What follows belongs to an exercise in optimizing a design on an open flow for small area and a short achievable clock period; a production flow would make more cautious choices.
At most, simulation tests tie the RTL to the original design; equivalence was not proved.
Power figures rest on the tool's default switching activity, not on a simulated workload.

==> flow/design.v (excerpt) <==
module folding_2(Xn,Yn,a,b,clk,switch,rst);
input [15:0] Xn,a,b;
input clk,switch,rst;
output reg [15:0] Yn;
reg ph;                   
reg phn;                  
reg rq;                   
reg [7:0] bone, btwo, bneg;    
reg [15:0] yo;            
reg [15:0] h2, h3, h4;    
reg [15:0] asn, acn;      
reg [15:0] xrn;           
wire sh = phn | rq;       
genvar gk, gi;
wire [255:0] bpn;         
wire [7:0] negn = ~bneg;
wire [15:0] cn = rst ? 16'd0 : (switch ? b : a);    
wire [16:0] ce = {cn, 1'b0};
wire [7:0] eone, etwo, eneg;
generate for (gk = 0; gk < 8; gk = gk + 1) begin : g_bo
  assign eone[gk] = ce[2*gk+1] ^ ce[2*gk];
  assign etwo[gk] = (ce[2*gk+2] & ~ce[2*gk+1] & ~ce[2*gk]) | (~ce[2*gk+2] & ce[2*gk+1] & ce[2*gk]);
  assign eneg[gk] = ce[2*gk+2];
  bpp0 q0 (yo[0], bone[gk], bneg[gk], bpn[gk*16]);
  for (gi = 1; gi < 16 - 2*gk; gi = gi + 1) begin : g_bpi
    bpp q (yo[gi], yo[gi-1], bone[gk], btwo[gk], bneg[gk], bpn[gk*16 + gi]);
  end
end endgenerate
wire [15:0] asg = asn | {16{phn}};
wire [15:0] acg = acn | {16{phn}};
wire [15:0] tsn, tcn, ysum;
wire s1, k2;
wire s3, k4;
wire s5, k6;
wire s7, k8;
wire s9, k10;
wire s11, k12;
wire s13, k14;
wire s15, k16;
wire s17, k18;
wire s19, k20;
wire s21, k22;
wire s23, k24;
wire s25, k26;
wire s27, k28;
wire s29, k30;
wire s31, k32;
wire s33, k34;
wire s35, k36;
wire s37, k38;
wire s39, k40;
wire s41, k42;
wire s43, k44;
wire s45, k46;
wire s47, k48;
wire s49, k50;
wire s51, k52;
wire s53, k54;
wire s55, k56;
wire s57, k58;
wire s59, k60;
wire s61, k62;
wire s63, k64;
wire s65, k66;
wire s67, k68;
wire s69, k70;
wire s71, k72;
wire s73, k74;
wire s75, k76;
wire s77, k78;
wire s79, k80;
wire s81, k82;
wire s83, k84;
wire s85, k86;
wire s87, k88;
wire s89, k90;
wire s91, k92;
wire s93, k94;
wire s95, k96;
wire s97, k98;
wire s99, k100;
wire s101, k102;
wire s103, k104;
wire s105, k106;
wire s107, k108;
wire s109, k110;
wire s111, k112;
wire s113, k114;
wire s115, k116;
wire s117, k118;
wire s119, k120;
wire s121, k122;
wire s123, k124;
wire s125, k126;
wire s127, k128;
wire s129;
wire s130;
wire s131;
wire s132;
wire s133;
wire s134;
wire s135;
wire s136;
  ...
For scale: about 650 cells after synthesis, about 150 flip-flops, about 67 I/O pins, ~8800 um^2 of cells after synthesis.
make LEC_CHECK=0 ABC_CLOCK_PERIOD_IN_PS=3000 CAP_MARGIN=20 CORE_MARGIN=2 CORE_UTILIZATION=40 CTS_BUF_LIST='sky130_fd_sc_hd__clkbuf_4 sky130_fd_sc_hd__clkbuf_8' SETUP_SLACK_MARGIN=5 SLEW_MARGIN=20 SYNTH_HIERARCHICAL=1 SYNTH_MINIMUM_KEEP_SIZE=0 finish   # period 8.0 ns
run.sh (not shown) runs the stock make flow with config.mk's settings and CLKGATE_MAP_FILE= SYNTH_SCRIPT=/design/flow/synth_recipe.tcl, a recipe that flattens the netlist after the stock synthesis.
Change:
- ABC_AREA: not set -> 1
=> Area after synthesis rose by a little under a tenth; total power fell by a few percent; via count rose by well over a third; first-iteration DRC count rose by well over a third.
Change:
==> flow/flow/run.sh (new file) <==
#!/bin/bash
# Own flow: the standard ORFS flow (standard.sh) with two changes:
#  - ports are buffered with sky130_fd_sc_hd__buf_1 (the resizer upsizes them where timing needs it)
#  - CTS uses clkbuf_4/clkbuf_8 and inserts no dummy loads
# Every tool's output goes to standard.log in the work folder (ORFS also keeps its own logs in orfs/logs).
set -euo pipefail
export BUFFER_PORTS_ARGS="-buffer_cell sky130_fd_sc_hd__buf_1"
export CTS_ARGS="-sink_clustering_enable -repair_clock_nets -dont_use_dummy_load -buf_list {sky130_fd_sc_hd__clkbuf_4 sky130_fd_sc_hd__clkbuf_8}"
bash standard.sh > standard.log 2>&1
==> flow/standard.sh (new file) <==
#!/bin/bash
# synth_recipe.tcl (not shown) runs the flow's synth.tcl, then flattens the netlist and writes it again
# the make line also repeats each setting of config.mk as NAME=value (left out here)
make -C /OpenROAD-flow-scripts/flow DESIGN_CONFIG=/design/flow/config.mk WORK_HOME=/design/flow/orfs CLKGATE_MAP_FILE= SYNTH_SCRIPT=/design/flow/synth_recipe.tcl "${@:-finish}"
- ABC_AREA: 1 -> not set
removed: flow/run.sh
Outcome: Final cell count fell by well over a third; setup slack is worse by 0.15 ns; core utilization went down by 2.3 points; first-iteration DRC count is lower by well over a third; cell area came out lower by roughly a tenth; clock power came out lower by about a fifth; fmax is lower by a few percent.

* * *

== 01-22 ==
Another version of the RTL of folding_2 (not shown whole).
Size: roughly 640 cells after synthesis, ~150 flip-flops, ~67 I/O pins.
Settings: LEC_CHECK=0, ABC_CLOCK_PERIOD_IN_PS=3000, CAP_MARGIN=20, CORE_MARGIN=2, CORE_UTILIZATION=40, SETUP_SLACK_MARGIN=5, SLEW_MARGIN=20, SYNTH_HIERARCHICAL=1, SYNTH_MINIMUM_KEEP_SIZE=0; clock period 8.0 ns.
Stock flow here: none of the scripts above is used.
01-22 reached the final stage; the timing, design-rule and antenna checks on its layout passed.
Edits applied to the flow inputs when going from 01-22 to 03-03:
- SETUP_SLACK_MARGIN: 5 -> unset
[summary]
Taking 01-22 as the reference, in 03-03 fraction of power spent switching nets level; proportion of power drawn by combinational gates moved down.
Cell area sits lower in 03-03 than in 01-22.
Number of vias per cell delta (01-22 -> 03-03): insignificant
In the reports for 03-03 and 01-22, the larger sequential share of layout area belongs to 03-03.
01-22 -> 03-03: total clock sinks delta 0, exact match
In the metrics for 03-03 and 01-22, the one carrying the higher static leakage power is 01-22.
On highest achievable clock rate, the higher figure sits with 01-22, not 03-03.
Taking 01-22 as the reference, in 03-03 wire length dropped 6.8%, proportion of power drawn by the clock network rose 1.8 points.
03-03 vs 01-22: worst setup slack down
No run of this note included a check of the RTL's function; only the layout flow was run.

* * *

folding_2, a different RTL version from the one above (not shown whole).
For scale: about 620 cells after synthesis, about 140 flip-flops, ~67 I/O pins, roughly 8300 um^2 of cells after synthesis.
Settings: LEC_CHECK=0, ABC_CLOCK_PERIOD_IN_PS=3000, CAP_MARGIN=20, CORE_MARGIN=2, CORE_UTILIZATION=40, CTS_BUF_LIST=sky130_fd_sc_hd__clkbuf_4 sky130_fd_sc_hd__clkbuf_8, SETUP_SLACK_MARGIN=5, SLEW_MARGIN=20, SYNTH_HIERARCHICAL=1, SYNTH_MINIMUM_KEEP_SIZE=0; clock period 8.0 ns.
standard.sh (not shown) runs the stock make flow with config.mk's settings and CLKGATE_MAP_FILE= SYNTH_SCRIPT=/design/flow/synth_recipe.tcl, a recipe that flattens the netlist after the stock synthesis.
==> flow/flow/run.sh <==
#!/bin/bash
# Own flow: the standard ORFS flow (standard.sh) with two changes:
#  - ports are buffered with sky130_fd_sc_hd__buf_1 (the resizer upsizes them where timing needs it)
#  - CTS uses clkbuf_4/clkbuf_8 and inserts no dummy loads
# Every tool's output goes to standard.log in the work folder (ORFS also keeps its own logs in orfs/logs).
set -euo pipefail
export BUFFER_PORTS_ARGS="-buffer_cell sky130_fd_sc_hd__buf_1"
export CTS_ARGS="-sink_clustering_enable -repair_clock_nets -dont_use_dummy_load -buf_list {sky130_fd_sc_hd__clkbuf_4 sky130_fd_sc_hd__clkbuf_8}"
bash standard.sh > standard.log 2>&1
==> next run, changes <==
==> flow/flow/run.sh (replaced) <==
#!/bin/bash
# Own flow: the standard ORFS flow (standard.sh), with these changes:
#  - ports are buffered with sky130_fd_sc_hd__buf_1 (the resizer upsizes them where timing needs it)
#  - CTS uses clkbuf_4/clkbuf_8 and inserts no dummy loads
# Each step's output goes to its own log in the work folder (ORFS also keeps its logs in orfs/logs).
set -euo pipefail
export BUFFER_PORTS_ARGS="-buffer_cell sky130_fd_sc_hd__buf_1"
export CTS_ARGS="-sink_clustering_enable -repair_clock_nets -dont_use_dummy_load -buf_list {sky130_fd_sc_hd__clkbuf_4 sky130_fd_sc_hd__clkbuf_8}"
net="$PWD/orfs/results/sky130hd/folding_2/base/1_2_yosys.v"
bash standard.sh "$net" > synth.log 2>&1
n=$(grep -c 'sky130_fd_sc_hd__a22oi_2 ' "$net" || true)
sed -i 's/sky130_fd_sc_hd__a22oi_2 /sky130_fd_sc_hd__a22oi_1 /' "$net"
echo "swapped $n a22oi_2 for a22oi_1" > swap.log
bash standard.sh > standard.log 2>&1
Effect: The changed run produced a clean layout. Die area is lower by 3.7%. Via count decreases by 0.53%. Final cell count falls by 1.1%. Area after synthesis went down by 3.8%. Non-clock buffer count went down by 6. Wire length shrinks by 3.4%. Worst setup slack is better by 0.023 ns. Core utilization came out higher by 0.15 points. Sequential power drops by about 3%. Clock power is about the same. Design area goes down by 3.5%.
No functional check of the RTL was part of any run of this note.

* * *

== run A ==
Another version of the RTL of folding_2 (not shown whole).
Size: ~640 cells after synthesis.
==> flow/config.mk <==
export PLATFORM = sky130hd
export DESIGN_NAME = folding_2
export DESIGN_NICKNAME = folding_2
export VERILOG_FILES = /design/flow/design.v
export SDC_FILE = /design/flow/constraint.sdc
export NUM_CORES = 4
export LEC_CHECK = 0
export ABC_CLOCK_PERIOD_IN_PS = 3000
export CAP_MARGIN = 20
export CORE_MARGIN = 2
export CORE_UTILIZATION = 40
export CTS_BUF_LIST = sky130_fd_sc_hd__clkbuf_4 sky130_fd_sc_hd__clkbuf_8
export SETUP_SLACK_MARGIN = 5
export SLEW_MARGIN = 20
export SYNTH_HIERARCHICAL = 1
export SYNTH_MINIMUM_KEEP_SIZE = 0
==> flow/constraint.sdc <==
create_clock -name core_clock -period 8.0 [get_ports {clk}]
set_input_delay 1.6000 -clock core_clock [delete_from_list [all_inputs] [get_ports {clk}]]
set_output_delay 1.6000 -clock core_clock [all_outputs]
set_load 0.01 [all_outputs]
==> flow/flow/run.sh <==
#!/bin/bash
# Own flow: the standard ORFS flow (standard.sh), with these changes:
#  - ports are buffered with sky130_fd_sc_hd__buf_1 (the resizer upsizes them where timing needs it)
#  - CTS uses clkbuf_4/clkbuf_8, no sink clustering, and inserts no dummy loads
# Each step's output goes to its own log in the work folder (ORFS also keeps its logs in orfs/logs).
set -euo pipefail
export BUFFER_PORTS_ARGS="-buffer_cell sky130_fd_sc_hd__buf_1"
export CTS_ARGS="-repair_clock_nets -dont_use_dummy_load -buf_list {sky130_fd_sc_hd__clkbuf_4 sky130_fd_sc_hd__clkbuf_8}"
net="$PWD/orfs/results/sky130hd/folding_2/base/1_2_yosys.v"
bash standard.sh "$net" > synth.log 2>&1
n=$(grep -c 'sky130_fd_sc_hd__a22oi_2 ' "$net" || true)
sed -i 's/sky130_fd_sc_hd__a22oi_2 /sky130_fd_sc_hd__a22oi_1 /' "$net"
echo "swapped $n a22oi_2 for a22oi_1" > swap.log
bash standard.sh > standard.log 2>&1
Run A | stages: all done | timing, DRC, antenna: all pass
Input-level comparison between run B and run A:
Settings: a deleted CTS_BUF_LIST that had been sky130_fd_sc_hd__clkbuf_4 sky130_fd_sc_hd__clkbuf_8; an added PLACE_DENSITY of 0.75; a change of CORE_UTILIZATION from 40 to 55.
==> flow/flow/run.sh <==
#!/bin/bash
# Own flow: the standard ORFS flow (standard.sh), with these changes:
#  - ports are buffered with sky130_fd_sc_hd__buf_1 (the resizer upsizes them where timing needs it)
#  - CTS uses clkbuf_4/clkbuf_8 and inserts no dummy loads
# Each step's output goes to its own log in the work folder (ORFS also keeps its logs in orfs/logs).
set -euo pipefail
export BUFFER_PORTS_ARGS="-buffer_cell sky130_fd_sc_hd__buf_1"
export CTS_ARGS="-sink_clustering_enable -repair_clock_nets -dont_use_dummy_load -buf_list {sky130_fd_sc_hd__clkbuf_4 sky130_fd_sc_hd__clkbuf_8}"
net="$PWD/orfs/results/sky130hd/folding_2/base/1_2_yosys.v"
bash standard.sh "$net" > synth.log 2>&1
n=$(grep -c 'sky130_fd_sc_hd__a22oi_2 ' "$net" || true)
sed -i 's/sky130_fd_sc_hd__a22oi_2 /sky130_fd_sc_hd__a22oi_1 /' "$net"
echo "swapped $n a22oi_2 for a22oi_1" > swap.log
bash standard.sh > standard.log 2>&1
Results
- Compared run B vs run A, and summed area of non-filler cells in the final layout is down in run B.
- Time the final worst path needs with I/O delays and setup, run B and run A, higher one = run B.
- On wire length of the first global-routing pass, run A tracks run B almost exactly.
- Wire length reported by the detailed router: run B < run A
- Run A has higher area added between synthesis and finish than run B.
- Going from run A to run B, clock network fraction of design power lost 0.4 points, sequential power neither gained nor lost much.
- Lower largest fanout of any net on the critical path was reported by run A, not run B.
--- input diff run B..run C ---
Settings: a change of CORE_UTILIZATION from 55 to 40.
Notes after the runs:
- | global-route wire length before repair | higher: run B |
- Taking run B as the reference, in run C multi-input gate share of total cell area now sits lower, fraction of final layout cells with drive strength greater than 1 now sits lower.
- Run C: number of nets in the final layout is 0.69% lower than what run B reported.
- | post-detailed-route wirelength per cell | run C vs run B | about 10% lower |
- Diff run C and run B: relative area change from synthesis to final layout lower in run B
- Between run C and run B, it is run C whose clock period minus final worst setup slack is higher, by 0.016 ns.
- Final hold violation count essentially unchanged between run C and run B.
- Of run C and run B, run C shows the lower least setup slack across all paths after layout, with run B above it.
- For the met2 capacity usage during global routing, run C came in 11 points lower than run B did.
- Comparing run C and run B, the lower total power per unit cell area is on run C.
The inputs of run D differ from those of run C as listed below.
Settings: putting CTS_BUF_LIST at sky130_fd_sc_hd__clkbuf_4 sky130_fd_sc_hd__clkbuf_8 where nothing was set; clearing PLACE_DENSITY, which used to be 0.75.
## What came out
Relative to run C, final design instance area without fill has gone up in run D. Diff run D..run C | area enclosed by the die boundary | unchanged. Re fraction of standard cell area in multi-input logic: run D and run C aren't equal, and the higher value belongs to run C. Comparing run D and run C, the lower post-CTS setup buffer count was measured on run C. On total power: between run D and run C, it ends up lower for run D. In the reports for run D and run C, the larger worst slack at placement belongs to run C. Vias: run D fewer than run C. Between run D and run C, the difference in combined area of the multi-input logic cells is negligible. Fmax delta for run D relative to run C: about 1.7% higher.

-- what the ideal ports hide --
In the flow no input, the clock included, has a driving cell. The finished layouts below were timed again as built, in two steps.
Step 1, drivers: a clkbuf_16 drives clk and a buf_2 each remaining input, both assumed.
Step 2, shift: input delay + t, output delay - t, t = (earliest + latest rising clock arrival at the registers) / 2. This alone moves slack from input paths to output paths.
Slacks: ideal / step 1 / step 2; pairs: ideal / step 1.
run | t, ns | setup slack, ns | hold WS [ns] | clock arrival spread, ns
the first run of note 1 | 0.479 | 4.820 / 4.820 / 4.693 | 0.422 / 0.422 / 0.422 | 0.013 / 0.012
the second run of note 1 | 0.513 | 4.988 / 4.988 / 4.872 | 0.421 / 0.421 / 0.421 | 0.019 / 0.018
the third run of note 1 | 0.480 | 4.840 / 4.840 / 4.840 | 0.392 / 0.392 / 0.392 | 0.040 / 0.040
01-22 | 0.473 | 4.834 / 4.834 / 4.737 | 0.422 / 0.422 / 0.422 | 0.009 / 0.009
03-03 | 0.474 | 3.773 / 3.773 / 3.773 | 0.418 / 0.418 / 0.418 | 0.011 / 0.012
the first run of note 3 | 0.489 | 5.033 / 5.033 / 4.832 | 0.438 / 0.438 / 0.438 | 0.022 / 0.022
the second run of note 3 | 0.482 | 5.056 / 5.056 / 4.824 | 0.442 / 0.442 / 0.442 | 0.025 / 0.025
run A | 0.463 | 5.100 / 5.100 / 4.821 | 0.445 / 0.445 / 0.445 | 0.032 / 0.031
run B | 0.488 | 5.067 / 5.067 / 4.854 | 0.447 / 0.447 / 0.447 | 0.025 / 0.025
run C | 0.480 | 5.051 / 5.051 / 4.874 | 0.440 / 0.440 / 0.440 | 0.014 / 0.014
run D | 0.463 | 5.100 / 5.100 / 4.821 | 0.445 / 0.445 / 0.445 | 0.032 / 0.031
After both steps setup and hold are still met in every run listed.
